This design comes from an exercise in tuning for a short achievable clock period and few clock cycles on the open sky130 flow, not from production work.

==> run a <==
==> flow/design.v <==
`timescale 1ns / 1ps
module Mux_32(
    input SEL,
    input [31:0] in1,
    input [31:0] in2,
    output [31:0] out
    );
    assign out = (SEL)? in2 : in1;
endmodule
`timescale 1ns / 1ps
module Mux_5(
    input SEL,
    input [4:0] in1,
    input [4:0] in2,
    output [4:0] out
    );
    assign out = (SEL)? in2 : in1;
endmodule
`timescale 1ns / 1ps
module Signext(
    input [15:0] inst,
    output [31:0] data
    );
    assign data = (inst[15]) ? (inst | 32'hffff0000) : (inst | 32'h00000000);
endmodule
`timescale 1ns / 1ps
module Ctr(
    input [5:0] opCode,
    output reg regDst,
    output reg aluSrc,
    output reg memToReg,
    output reg regWrite,
    output reg memRead,
    output reg memWrite,
    output reg branch,
    output reg [1:0] aluOp,
    output reg jump
    );
    always @(*)
    begin
        case(opCode)
        6'b000000:  
        begin
            regDst = 1;
            aluSrc = 0;
            memToReg = 0;
            regWrite = 1;
            memRead = 0;
            memWrite = 0;
            branch = 0;
            aluOp = 2'b10;
            jump = 0;
        end
        6'b100011:  
        begin
            regDst = 0;
            aluSrc = 1;
            memToReg = 1;
            regWrite = 1;
            memRead = 1;
            memWrite = 0;
            branch = 0;
            aluOp = 2'b00;
            jump = 0;
        end
        6'b101011:  
        begin
            regDst = 0;
            aluSrc = 1;
            memToReg = 0;
            regWrite = 0;
            memRead = 0;
            memWrite = 1;
            branch = 0;
            aluOp = 2'b00;
            jump = 0;
        end
        6'b000100:  
        begin
            regDst = 0;
            aluSrc = 0;
            memToReg = 0;
            regWrite = 0;
            memRead = 0;
            memWrite = 0;
            branch = 1;
            aluOp = 2'b01;
            jump = 0;
        end
        6'b000010:  
        begin
            regDst = 0;
            aluSrc = 0;
            memToReg = 0;
            regWrite = 0;
            memRead = 0;
            memWrite = 0;
            branch = 0;
            aluOp = 2'b00;
            jump = 1;
        end
        default:
        begin
            regDst = 0;
            aluSrc = 0;
            memToReg = 0;
            regWrite = 0;
            memRead = 0;
            memWrite = 0;
            branch = 0;
            aluOp = 2'b00;
            jump = 0;
        end
        endcase
    end
endmodule
`timescale 1ns / 1ps
module ALUCtr(
    output reg [3:0] aluCtrOut,
    input [5:0] funct,
    input [1:0] aluOp
    );
    always @(*)
    begin
        casex({aluOp, funct})
        8'b00xxxxxx: aluCtrOut = 4'b0010;
        8'b1xxx0000: aluCtrOut = 4'b0010;
        8'b1xxx0010: aluCtrOut = 4'b0110;
        8'b1xxx0100: aluCtrOut = 4'b0000;
        8'b1xxx0101: aluCtrOut = 4'b0001;
        8'b1xxx1010: aluCtrOut = 4'b0111;
        8'bx1xxxxxx: aluCtrOut = 4'b0110;
        default: aluCtrOut = 4'b0000;
        endcase
    end
endmodule
`timescale 1ns / 1ps
module Alu(
    input [31:0] in1,
    input [31:0] in2,
    input [3:0] aluCtr,
    output reg zero,
    output reg [31:0] aluRes
    );
    always @(*)
    begin
        zero = 0;
        case (aluCtr)
        4'b0010:  
        begin
            aluRes = in1 + in2;
            if (aluRes == 0)
                zero = 1;
        end
        4'b0110:  
        begin
            aluRes = in1 - in2;
            if (aluRes == 0)
                zero = 1;
        end
        4'b0000:  
        begin
            aluRes = in1 & in2;
            if (aluRes == 0)
                zero = 1;
        end
        4'b0001:  
        begin
            aluRes = in1 | in2;
            if (aluRes == 0)
                zero = 1;
        end
        4'b1100:  
        begin
            aluRes = ~(in1 | in2);
            if (aluRes == 0)
                zero = 1;
        end
        4'b0111:  
        begin
            if (in1 < in2)
            begin
                aluRes = 1;
                zero = 0;
            end
            else 
            begin
                aluRes = 0;
                zero = 1;
            end
        end
        default: aluRes = 0;
        endcase
    end
endmodule
`timescale 1ns / 1ps
module Registers(
    input CLK,
    input [25:21] readReg1,
    input [20:16] readReg2,
    input [4:0] writeReg,
    input [31:0] writeData,
    input regWrite,
    input Reset,
    output reg [31:0] readData1,
    output reg [31:0] readData2
    );
    reg [31:0] regFile[0:31];
    always @ (*)
    begin
        if (readReg1)
            readData1 = (regWrite && writeReg == readReg1) ? writeData : regFile[readReg1];
        else 
            readData1 = 0;
        if (readReg2)
            readData2 = (regWrite && writeReg == readReg2) ? writeData : regFile[readReg2];
        else 
            readData2 = 0;
    end
    integer cnt;
    always @ (posedge CLK)
    begin
        if (Reset)                       
        begin
            for (cnt = 0; cnt < 32; cnt = cnt + 1)
                regFile[cnt] <= 0;
        end
        else if (regWrite)
            regFile[writeReg] <= writeData;
    end
endmodule
`timescale 1ns / 1ps
module Top(
    input clk,
    input reset,
    output [31:0] imem_addr,
    input [31:0] imem_rdata,
    output [31:0] dmem_addr,
    output [31:0] dmem_wdata,
    output dmem_we,
    input [31:0] dmem_rdata
    );
    reg [31:2] pcF;
    reg         bhS [0:31];
    reg [1:0]   bht [0:31];
    reg         huV;             
    reg [4:0]   huI;             
    reg [1:0]   huN;
    reg        vD;
    reg [4:0]  rsD, rtD, dstD;
    reg [4:0]  keyD;
    reg        bsD;              
    reg [1:0]  bcD;
    reg [31:0] immD, rfA, rfB;
    reg        useRsD, useRtD, isImmD, rwD, ldD, stD, eLdD;
    reg        subD, andD, orD, sltD;
    reg        bqD, beqD, predD;
    reg        fXa, fXb, lXa, lXb;
    reg        fMLa, fMLb, fMAa, fMAb;    
    reg [31:2] p1D, tgD;
    reg        vX, rwX, ldX, stX, eX, beqX, predX, bqX, sdLdX;
    reg        subX, andX, orX, sltX;
    reg [4:0]  dstX;
    reg [4:0]  idxX;
    reg        bsX;
    reg [1:0]  bcX;
    reg [31:0] aX, bX, sdX;      
    reg [31:2] altX;
    reg        rwM, ldM, stM;
    reg [4:0]  dstM;
    reg [31:0] resM, wdM, addrR;
    reg [31:0] rf [1:31];
    reg        rstR;
    wire [31:0] p0 = aX ^ bX;
    wire [31:0] g0 = aX & bX;
    wire [31:0] gl [0:5];
    wire [31:0] pl [0:5];
    assign gl[0] = g0;
    assign pl[0] = p0;
    genvar k, j;
    generate
        for (k = 0; k < 5; k = k + 1) begin : ks
            for (j = 0; j < 32; j = j + 1) begin : bt
                if (j >= (1 << k)) begin : m
                    assign gl[k+1][j] = gl[k][j] | (pl[k][j] & gl[k][j-(1<<k)]);
                    assign pl[k+1][j] = pl[k][j] & pl[k][j-(1<<k)];
                end else begin : c
                    assign gl[k+1][j] = gl[k][j];
                    assign pl[k+1][j] = pl[k][j];
                end
            end
        end
    endgenerate
    wire [31:0] cin = {gl[5][30:0], 1'b0};
    wire cout = gl[5][31];
    wire sltBit = cout;          
    wire [31:0] pS = p0 ^ {32{subX}};    
    wire useSum = !eX & !andX & !orX & !sltX;
    wire [31:0] xLog = eX ? dmem_rdata : andX ? (aX & bX) :
                       orX ? (aX | bX) : 32'd0;
    wire [31:0] xE = sltX ? {31'd0, sltBit} : xLog;
    wire [31:0] xRes = (cin & (useSum ? ~pS : xE)) | (~cin & (useSum ? pS : xE));
    wire eqX = (aX == bX);
    wire misX = vX & beqX & (eqX != predX);
    wire [31:0] wbM = ldM ? dmem_rdata : resM;
    assign dmem_addr = addrR;
    assign dmem_wdata = wdM;
    assign dmem_we = stM;
    assign imem_addr = {pcF, 2'b00};
    wire fwdXrs = fXa, fwdXrt = fXb;
    wire ldXrs = lXa, ldXrt = lXb;
    wire [31:0] aOld = fMLa ? dmem_rdata : fMAa ? resM : rfA;
    wire [31:0] tOld = fMLb ? dmem_rdata : fMAb ? resM : rfB;
    wire [31:0] aEarly = fwdXrs ? xLog : aOld;
    wire [31:0] rtEarly = fwdXrt ? xLog : tOld;
    wire [31:0] bEarly = isImmD ? immD : rtEarly;
    wire aSum = fwdXrs & useSum, aSlt = fwdXrs & sltX;
    wire bSum = !isImmD & fwdXrt & useSum, bSlt = !isImmD & fwdXrt & sltX;
    wire tSum = fwdXrt & useSum, tSlt = fwdXrt & sltX;
    wire [31:0] pA = pS ^ {32{subD}};
    wire [31:0] aE = aSlt ? {{31{subD}}, sltBit ^ subD} : (aEarly ^ {32{subD}});
    wire [31:0] bE = bSlt ? {31'd0, sltBit} : bEarly;
    wire [31:0] tE = tSlt ? {31'd0, sltBit} : rtEarly;
    wire [31:0] aNext = (cin & (aSum ? ~pA : aE)) | (~cin & (aSum ? pA : aE));
    wire [31:0] bNext = (cin & (bSum ? ~pS : bE)) | (~cin & (bSum ? pS : bE));
    wire [31:0] tNext = (cin & (tSum ? ~pS : tE)) | (~cin & (tSum ? pS : tE));
    wire [31:2] altD = predD ? p1D : tgD;
    wire eLd = eLdD & !(vX & (ldX | stX));
    wire stallD = vD & ((useRsD & ldXrs) | (useRtD & ldXrt));
    wire goX = vD & !stallD & !misX;
    wire [4:0] idxF = pcF[6:2];
    wire [31:2] pcF1 = pcF + 30'd1;
    wire [31:0] fi = imem_rdata;
    wire [5:0] opF = fi[31:26];
    wire [4:0] rsF = fi[25:21], rtF = fi[20:16], rdF = fi[15:11];
    wire fR  = opF == 6'b000000;
    wire fLW = opF == 6'b100011;
    wire fSW = opF == 6'b101011;
    wire fBQ = opF == 6'b000100;
    wire [4:0] fDst = fR ? rdF : rtF;
    wire [31:0] fImm = {{16{fi[15]}}, fi[15:0]};
    wire [30:0] fTgt2 = {pcF, 1'b1} + {fImm[29:0], 1'b1};
    wire [31:2] fTgt = fTgt2[30:1];      
    wire fSame = rsF == rtF;
    wire fBq = fBQ & (fi[15:0] != 16'd0);
    wire fPred = fBQ & (fSame | (bhS[idxF] ? bht[idxF][1] : fi[15]));
    wire selT = fPred & !misX & !stallD & !reset;
    wire [31:2] pcOther = reset ? 30'd0 : misX ? altX : stallD ? pcF : pcF1;
    wire [31:2] pcNext = selT ? fTgt : pcOther;
    wire [3:0] fFn = fi[3:0];
    wire [31:0] fA = (rsF == 0 | rstR) ? 32'd0 :
                     (rwM & (dstM == rsF)) ? wbM : rf[rsF];
    wire [31:0] fB = (rtF == 0 | rstR) ? 32'd0 :
                     (rwM & (dstM == rtF)) ? wbM : rf[rtF];
    integer i;
    always @(posedge clk) begin
        aX <= aNext;
        bX <= bNext;
        sdX <= tNext;
        dstX <= dstD;
        altX <= altD;
        idxX <= keyD;
        bsX <= bsD;
        bcX <= bcD;
        dstM <= dstX;
        resM <= xRes;
        wdM <= sdLdX ? dmem_rdata : sdX;
        addrR <= (goX & eLd) ? immD : (cin & ~pS) | (~cin & pS);
        rstR <= reset;
        if (rstR) begin
            for (i = 1; i < 32; i = i + 1) rf[i] <= 0;
        end else if (rwM) rf[dstM] <= wbM;
        huI <= idxX;
        huN <= !bsX ? (eqX ? 2'b10 : 2'b01) :
               eqX ? (bcX == 2'b11 ? 2'b11 : bcX + 2'd1) :
                     (bcX == 2'b00 ? 2'b00 : bcX - 2'd1);
        pcF <= pcNext;
        if (reset) begin
            vD <= 0;
            vX <= 0; rwX <= 0; ldX <= 0; stX <= 0; eX <= 0; beqX <= 0;
            predX <= 0; bqX <= 0; sdLdX <= 0;
            subX <= 0; andX <= 0; orX <= 0; sltX <= 0;
            rwM <= 0; ldM <= 0; stM <= 0;
            huV <= 0;
            for (i = 0; i < 32; i = i + 1) bhS[i] <= 0;
        end else begin
            huV <= vX & bqX;
            if (huV) begin
                bhS[huI] <= 1;
                bht[huI] <= huN;
            end
            rwM <= vX & rwX;
            ldM <= vX & ldX;
            stM <= vX & stX;
            vX <= goX;
            rwX <= rwD; ldX <= ldD & !eLd; stX <= stD;
            eX <= goX & eLd;
            subX <= subD; andX <= andD; orX <= orD; sltX <= sltD;
            beqX <= beqD; predX <= predD; bqX <= bqD;
            sdLdX <= ldXrt;
            vD <= !misX & (vD | !stallD);
            if (stallD) begin
                rfA <= aOld;
                rfB <= tOld;
                fXa <= 0; fXb <= 0; lXa <= 0; lXb <= 0;
                fMLa <= vX & rwX & ldX & (dstX == rsD);
                fMLb <= vX & rwX & ldX & (dstX == rtD);
                fMAa <= vX & rwX & !ldX & (dstX == rsD);
                fMAb <= vX & rwX & !ldX & (dstX == rtD);
            end else begin
                fXa <= vD & rwD & !(ldD & !eLd) & (dstD == rsF);
                fXb <= vD & rwD & !(ldD & !eLd) & (dstD == rtF);
                lXa <= vD & rwD & ldD & !eLd & (dstD == rsF);
                lXb <= vD & rwD & ldD & !eLd & (dstD == rtF);
                fMLa <= vX & rwX & ldX & (dstX == rsF);
                fMLb <= vX & rwX & ldX & (dstX == rtF);
                fMAa <= vX & rwX & !ldX & (dstX == rsF);
                fMAb <= vX & rwX & !ldX & (dstX == rtF);
                rsD <= rsF; rtD <= rtF; dstD <= fDst;
                immD <= fImm;
                rfA <= fA; rfB <= fB;
                useRsD <= fR | fLW | fSW | fBQ;
                useRtD <= fR | fBQ;
                isImmD <= fLW | fSW;
                rwD <= (fR | fLW) & (fDst != 0);
                ldD <= fLW; stD <= fSW;
                eLdD <= fLW & (rsF == 0);
                subD <= fR & ((fFn == 4'b0010) | (fFn == 4'b1010));
                orD  <= fR & (fFn == 4'b0101);
                sltD <= fR & (fFn == 4'b1010);
                andD <= fR & !(fFn == 4'b0000 | fFn == 4'b0010 |
                               fFn == 4'b0101 | fFn == 4'b1010);
                bqD <= fBq;
                beqD <= fBq & !fSame;
                predD <= fPred;
                p1D <= pcF1;
                tgD <= fTgt;
                keyD <= idxF;
                bsD <= bhS[idxF];
                bcD <= bht[idxF];
            end
        end
    end
endmodule
==> flow/flow/run.sh <==
#!/bin/bash
# Standard layout, but the port buffers start as plain buffers (buf_4)
# instead of the delay buffers buffer_ports picks by default; the resizer
# then sizes them like any other buffer.
set -euo pipefail
export BUFFER_PORTS_ARGS="-buffer_cell sky130_fd_sc_hd__buf_4"
bash standard.sh finish > flow_make.log 2>&1
==> flow/standard.sh <==
#!/bin/bash
# synth_recipe.tcl (not shown) runs the flow's synth.tcl, then flattens the netlist and writes it again
# the make line also repeats each setting of config.mk as NAME=value (left out here)
make -C /OpenROAD-flow-scripts/flow DESIGN_CONFIG=/design/flow/config.mk WORK_HOME=/design/flow/orfs CLKGATE_MAP_FILE= SYNTH_SCRIPT=/design/flow/synth_recipe.tcl "${@:-finish}"
==> flow/config.mk <==
export PLATFORM = sky130hd
export DESIGN_NAME = Top
export DESIGN_NICKNAME = Top
export VERILOG_FILES = /design/flow/design.v
export SDC_FILE = /design/flow/constraint.sdc
export NUM_CORES = 4
export LEC_CHECK = 0
export ABC_CLOCK_PERIOD_IN_PS = 3000
export CAP_MARGIN = 20
export CORE_MARGIN = 2
export CORE_UTILIZATION = 60
export SETUP_SLACK_MARGIN = 4.0
export SLEW_MARGIN = 20
export TNS_END_PERCENT = 10
==> flow/constraint.sdc <==
create_clock -name core_clock -period 7.0 [get_ports {clk}]
set_input_delay 1.4000 -clock core_clock [delete_from_list [all_inputs] [get_ports {clk}]]
set_output_delay 1.4000 -clock core_clock [all_outputs]
set_load 0.01 [all_outputs]
==> run b (differences from run a) <==
==> flow/design.v, changed modules only <==
module Top(
    input clk,
    input reset,
    output [31:0] imem_addr,
    input [31:0] imem_rdata,
    output [31:0] dmem_addr,
    output [31:0] dmem_wdata,
    output dmem_we,
    input [31:0] dmem_rdata
    );
    reg [31:2] pcF, pcO;
    reg         bhS [0:31];
    reg [1:0]   bht [0:31];
    reg         huV, huT;        
    reg [4:0]   huI;
    reg        vD;
    reg [4:0]  rsD, rtD, dstD;
    reg [4:0]  keyD;
    reg [31:0] immD, rfA, rfB;
    reg        useRsD, useRtD, isImmD, rwD, ldD, stD, eLdD;
    reg        subD, andD, orD, sltD;
    reg        bqD, beqD, predD;
    reg        fXa, fXb, lXa, lXb, fMa, fMb;
    reg [31:2] altD;
    reg        vX, rwX, ldX, stX, eX, beqX, predX, bqX, sdLdX;
    reg        subX, andX, orX, sltX;
    reg [4:0]  dstX;
    reg [4:0]  idxX;
    reg [31:0] aX, bX, sdX;      
    reg [31:2] altX;
    reg        rwM, ldM, stM;
    reg [4:0]  dstM;
    reg [31:0] resM, wdM, addrR;
    reg [31:0] rf [1:31];
    wire [31:0] p0 = aX ^ bX;
    wire [31:0] g0 = aX & bX;
    wire [31:0] gl [0:5];
    wire [31:0] pl [0:5];
    assign gl[0] = {g0[31:1], g0[0] | (p0[0] & subX)};
    assign pl[0] = p0;
    genvar k, j;
    generate
        for (k = 0; k < 5; k = k + 1) begin : ks
            for (j = 0; j < 32; j = j + 1) begin : bt
                if (j >= (1 << k)) begin : m
                    assign gl[k+1][j] = gl[k][j] | (pl[k][j] & gl[k][j-(1<<k)]);
                    assign pl[k+1][j] = pl[k][j] & pl[k][j-(1<<k)];
                end else begin : c
                    assign gl[k+1][j] = gl[k][j];
                    assign pl[k+1][j] = pl[k][j];
                end
            end
        end
    endgenerate
    wire [31:0] cin = {gl[5][30:0], subX};
    wire cout = gl[5][31];
    wire [31:0] sum = p0 ^ cin;
    wire sltBit = ~cout;         
    wire useSum = !eX & !andX & !orX & !sltX;
    wire [31:0] xLog = eX ? dmem_rdata : andX ? (aX & bX) :
                       orX ? (aX | bX) : 32'd0;
    wire [31:0] xRes = useSum ? sum : sltX ? {31'd0, sltBit} : xLog;
    wire eqX = (aX == bX);
    wire misX = vX & beqX & (eqX != predX);
    wire [31:0] wbM = ldM ? dmem_rdata : resM;
    assign dmem_addr = addrR;
    assign dmem_wdata = wdM;
    assign dmem_we = stM;
    assign imem_addr = {pcO, 2'b00};
    wire fwdXrs = fXa, fwdXrt = fXb;
    wire ldXrs = lXa, ldXrt = lXb;
    wire fwdMrs = fMa, fwdMrt = fMb;
    wire [31:0] aOld = fwdMrs ? wbM : rfA;
    wire [31:0] tOld = fwdMrt ? wbM : rfB;
    wire [31:0] aEarly = fwdXrs ? xLog : aOld;
    wire [31:0] rtEarly = fwdXrt ? xLog : tOld;
    wire [31:0] bEarly = isImmD ? immD : rtEarly;
    wire aSum = fwdXrs & useSum, aSlt = fwdXrs & sltX;
    wire bSum = !isImmD & fwdXrt & useSum, bSlt = !isImmD & fwdXrt & sltX;
    wire tSum = fwdXrt & useSum, tSlt = fwdXrt & sltX;
    wire [31:0] sumB = (p0 ^ {32{subD}}) ^ cin;
    wire [31:0] aNext = aSum ? sum : aSlt ? {31'd0, sltBit} : aEarly;
    wire [31:0] bNext = bSum ? sumB :
                        bSlt ? {{31{subD}}, sltBit ^ subD} :
                        (bEarly ^ {32{subD}});
    wire [31:0] tNext = tSum ? sum : tSlt ? {31'd0, sltBit} : rtEarly;
    wire xLogOp = andX | orX;
    wire eLd = eLdD & !lXa & !fMa & (!fXa | xLogOp) & !(vX & (ldX | stX));
    wire [31:0] eAddrF = rfA + immD;
    wire [31:0] eAddrX = (andX ? (aX & bX) : (aX | bX)) + immD;
    wire stallD = vD & ((useRsD & ldXrs) | (useRtD & ldXrt));
    wire goX = vD & !stallD & !misX;
    wire [4:0] idxF = pcF[6:2];
    wire [31:2] pcF1 = pcF + 30'd1;
    wire [31:0] fi = imem_rdata;
    wire [5:0] opF = fi[31:26];
    wire [4:0] rsF = fi[25:21], rtF = fi[20:16], rdF = fi[15:11];
    wire fR  = opF == 6'b000000;
    wire fLW = opF == 6'b100011;
    wire fSW = opF == 6'b101011;
    wire fBQ = opF == 6'b000100;
    wire [4:0] fDst = fR ? rdF : rtF;
    wire [31:0] fImm = {{16{fi[15]}}, fi[15:0]};
    wire [31:2] fTgt = pcF + fImm[29:0] + 30'd1;
    wire fSame = rsF == rtF;
    wire fBq = fBQ & (fi[15:0] != 16'd0);
    wire fPred = fBq & (fSame | (bhS[idxF] ? bht[idxF][1] : fi[15]));
    wire [3:0] fFn = fi[3:0];
    wire [31:0] fA = (rsF == 0) ? 32'd0 :
                     (rwM & (dstM == rsF)) ? wbM : rf[rsF];
    wire [31:0] fB = (rtF == 0) ? 32'd0 :
                     (rwM & (dstM == rtF)) ? wbM : rf[rtF];
    integer i;
    always @(posedge clk) begin
        aX <= aNext;
        bX <= bNext;
        sdX <= tNext;
        dstX <= dstD;
        altX <= altD;
        idxX <= keyD;
        dstM <= dstX;
        resM <= xRes;
        wdM <= sdLdX ? dmem_rdata : sdX;
        addrR <= !eLd ? sum : fXa ? eAddrX : eAddrF;
        if (rwM) rf[dstM] <= wbM;
        huI <= idxX;
        huT <= eqX;
        if (reset) begin
            pcF <= 0; pcO <= 0;
            vD <= 0;
            vX <= 0; rwX <= 0; ldX <= 0; stX <= 0; eX <= 0; beqX <= 0;
            predX <= 0; bqX <= 0; sdLdX <= 0;
            subX <= 0; andX <= 0; orX <= 0; sltX <= 0;
            rwM <= 0; ldM <= 0; stM <= 0;
            huV <= 0;
            for (i = 1; i < 32; i = i + 1) rf[i] <= 0;
            for (i = 0; i < 32; i = i + 1) bhS[i] <= 0;
        end else begin
            huV <= vX & bqX;
            if (huV) begin
                bhS[huI] <= 1;
                if (!bhS[huI]) bht[huI] <= huT ? 2'b10 : 2'b01;
                else if (huT & bht[huI] != 2'b11) bht[huI] <= bht[huI] + 2'd1;
                else if (!huT & bht[huI] != 2'b00) bht[huI] <= bht[huI] - 2'd1;
            end
            rwM <= vX & rwX;
            ldM <= vX & ldX;
            stM <= vX & stX;
            vX <= goX;
            rwX <= rwD; ldX <= ldD & !eLd; stX <= stD;
            eX <= goX & eLd;
            subX <= subD; andX <= andD; orX <= orD; sltX <= sltD;
            beqX <= beqD; predX <= predD; bqX <= bqD;
            sdLdX <= ldXrt;
            if (misX) begin
                pcF <= altX; pcO <= altX;
                vD <= 0;
                fXa <= 0; fXb <= 0; lXa <= 0; lXb <= 0; fMa <= 0; fMb <= 0;
            end else if (stallD) begin
                rfA <= aOld;
                rfB <= tOld;
                fXa <= 0; fXb <= 0; lXa <= 0; lXb <= 0;
                fMa <= vX & rwX & (dstX == rsD);
                fMb <= vX & rwX & (dstX == rtD);
            end else begin
                fXa <= vD & rwD & !(ldD & !eLd) & (dstD == rsF);
                fXb <= vD & rwD & !(ldD & !eLd) & (dstD == rtF);
                lXa <= vD & rwD & ldD & !eLd & (dstD == rsF);
                lXb <= vD & rwD & ldD & !eLd & (dstD == rtF);
                fMa <= vX & rwX & (dstX == rsF);
                fMb <= vX & rwX & (dstX == rtF);
                vD <= 1;
                rsD <= rsF; rtD <= rtF; dstD <= fDst;
                immD <= fImm;
                rfA <= fA; rfB <= fB;
                useRsD <= fR | fLW | fSW | fBQ;
                useRtD <= fR | fBQ;
                isImmD <= fLW | fSW;
                rwD <= (fR | fLW) & (fDst != 0);
                ldD <= fLW; stD <= fSW;
                eLdD <= fLW;
                subD <= fR & ((fFn == 4'b0010) | (fFn == 4'b1010));
                orD  <= fR & (fFn == 4'b0101);
                sltD <= fR & (fFn == 4'b1010);
                andD <= fR & !(fFn == 4'b0000 | fFn == 4'b0010 |
                               fFn == 4'b0101 | fFn == 4'b1010);
                bqD <= fBq;
                beqD <= fBq & !fSame;
                predD <= fPred;
                altD <= fPred ? pcF1 : fTgt;
                keyD <= idxF;
                pcF <= fPred ? fTgt : pcF1;
                pcO <= fPred ? fTgt : pcF1;
            end
        end
    end
endmodule
--- a/flow/config.mk
+++ b/flow/config.mk
@@ -9,5 +9,5 @@
 export CAP_MARGIN = 20
 export CORE_MARGIN = 2
-export CORE_UTILIZATION = 60
+export CORE_UTILIZATION = 55
 export SETUP_SLACK_MARGIN = 4.0
 export SLEW_MARGIN = 20
==> run c (differences from run a) <==
--- a/flow/design.v
+++ b/flow/design.v
@@ -244,12 +244,9 @@
     reg         bhS [0:31];
     reg [1:0]   bht [0:31];
-    reg         huV;             
-    reg [4:0]   huI;             
-    reg [1:0]   huN;
+    reg         huV, huT;        
+    reg [4:0]   huI;
     reg        vD;
     reg [4:0]  rsD, rtD, dstD;
     reg [4:0]  keyD;
-    reg        bsD;              
-    reg [1:0]  bcD;
     reg [31:0] immD, rfA, rfB;
     reg        useRsD, useRtD, isImmD, rwD, ldD, stD, eLdD;
@@ -263,6 +260,4 @@
     reg [4:0]  dstX;
     reg [4:0]  idxX;
-    reg        bsX;
-    reg [1:0]  bcX;
     reg [31:0] aX, bX, sdX;      
     reg [31:2] altX;
@@ -345,7 +340,4 @@
     wire fBq = fBQ & (fi[15:0] != 16'd0);
     wire fPred = fBQ & (fSame | (bhS[idxF] ? bht[idxF][1] : fi[15]));
-    wire selT = fPred & !misX & !stallD & !reset;
-    wire [31:2] pcOther = reset ? 30'd0 : misX ? altX : stallD ? pcF : pcF1;
-    wire [31:2] pcNext = selT ? fTgt : pcOther;
     wire [3:0] fFn = fi[3:0];
     wire [31:0] fA = (rsF == 0 | rstR) ? 32'd0 :
@@ -361,6 +353,4 @@
         altX <= altD;
         idxX <= keyD;
-        bsX <= bsD;
-        bcX <= bcD;
         dstM <= dstX;
         resM <= xRes;
@@ -372,9 +362,7 @@
         end else if (rwM) rf[dstM] <= wbM;
         huI <= idxX;
-        huN <= !bsX ? (eqX ? 2'b10 : 2'b01) :
-               eqX ? (bcX == 2'b11 ? 2'b11 : bcX + 2'd1) :
-                     (bcX == 2'b00 ? 2'b00 : bcX - 2'd1);
-        pcF <= pcNext;
+        huT <= eqX;
         if (reset) begin
+            pcF <= 0;
             vD <= 0;
             vX <= 0; rwX <= 0; ldX <= 0; stX <= 0; eX <= 0; beqX <= 0;
@@ -388,5 +376,7 @@
             if (huV) begin
                 bhS[huI] <= 1;
-                bht[huI] <= huN;
+                if (!bhS[huI]) bht[huI] <= huT ? 2'b10 : 2'b01;
+                else if (huT & bht[huI] != 2'b11) bht[huI] <= bht[huI] + 2'd1;
+                else if (!huT & bht[huI] != 2'b00) bht[huI] <= bht[huI] - 2'd1;
             end
             rwM <= vX & rwX;
@@ -399,4 +389,9 @@
             beqX <= beqD; predX <= predD; bqX <= bqD;
             sdLdX <= ldXrt;
+            if (misX) begin
+                pcF <= altX;
+            end else if (!stallD) begin
+                pcF <= fPred ? fTgt : pcF1;
+            end
             vD <= !misX & (vD | !stallD);
             if (stallD) begin
@@ -437,6 +432,4 @@
                 tgD <= fTgt;
                 keyD <= idxF;
-                bsD <= bhS[idxF];
-                bcD <= bht[idxF];
             end
         end
==> notes.md <==
- The lowest clock skew belongs to run a, the highest to run b.
- Between run a and run c, the lower register-to-register slack is in run a (gap 0.21 ns).
- In run a the global-route usage is higher than in run b, by 2.1 points.
- First-iteration DRC count: run c > run a > run b.
- Synthesized cell count, lowest first: run a, run c, run b.
Function was not checked in any run of this note: the RTL went through the layout flow alone.

port drivers added, routing unchanged:
No port has a modelled driver above. Below, the same layouts with a new extraction and two added sets of constraints. Step 1, drivers: a clkbuf_16 drives clk and a buf_2 each remaining input, both assumed. Step 2 times the ports against the registers' clock, not the clock port: input delays grow and output delays shrink by t, the midpoint of the rising clock arrivals with the driver on. Three values: no drivers, after step 1, after step 2; two values: the first two.
run | t (ns) | setup WS [ns] | pins driven straight from the clock port
run a | 0.882 | 3.507 / 3.411 / 2.529 | 1
run b | 0.897 | 3.566 / 3.439 / 2.542 | 1
run c | 0.894 | 3.651 / 3.334 / 2.440 | 1
After both steps every run listed still meets setup and hold. The setup slack of run c, which loses most, moves by -0.317 ns with the drivers and by -1.211 ns with both steps.
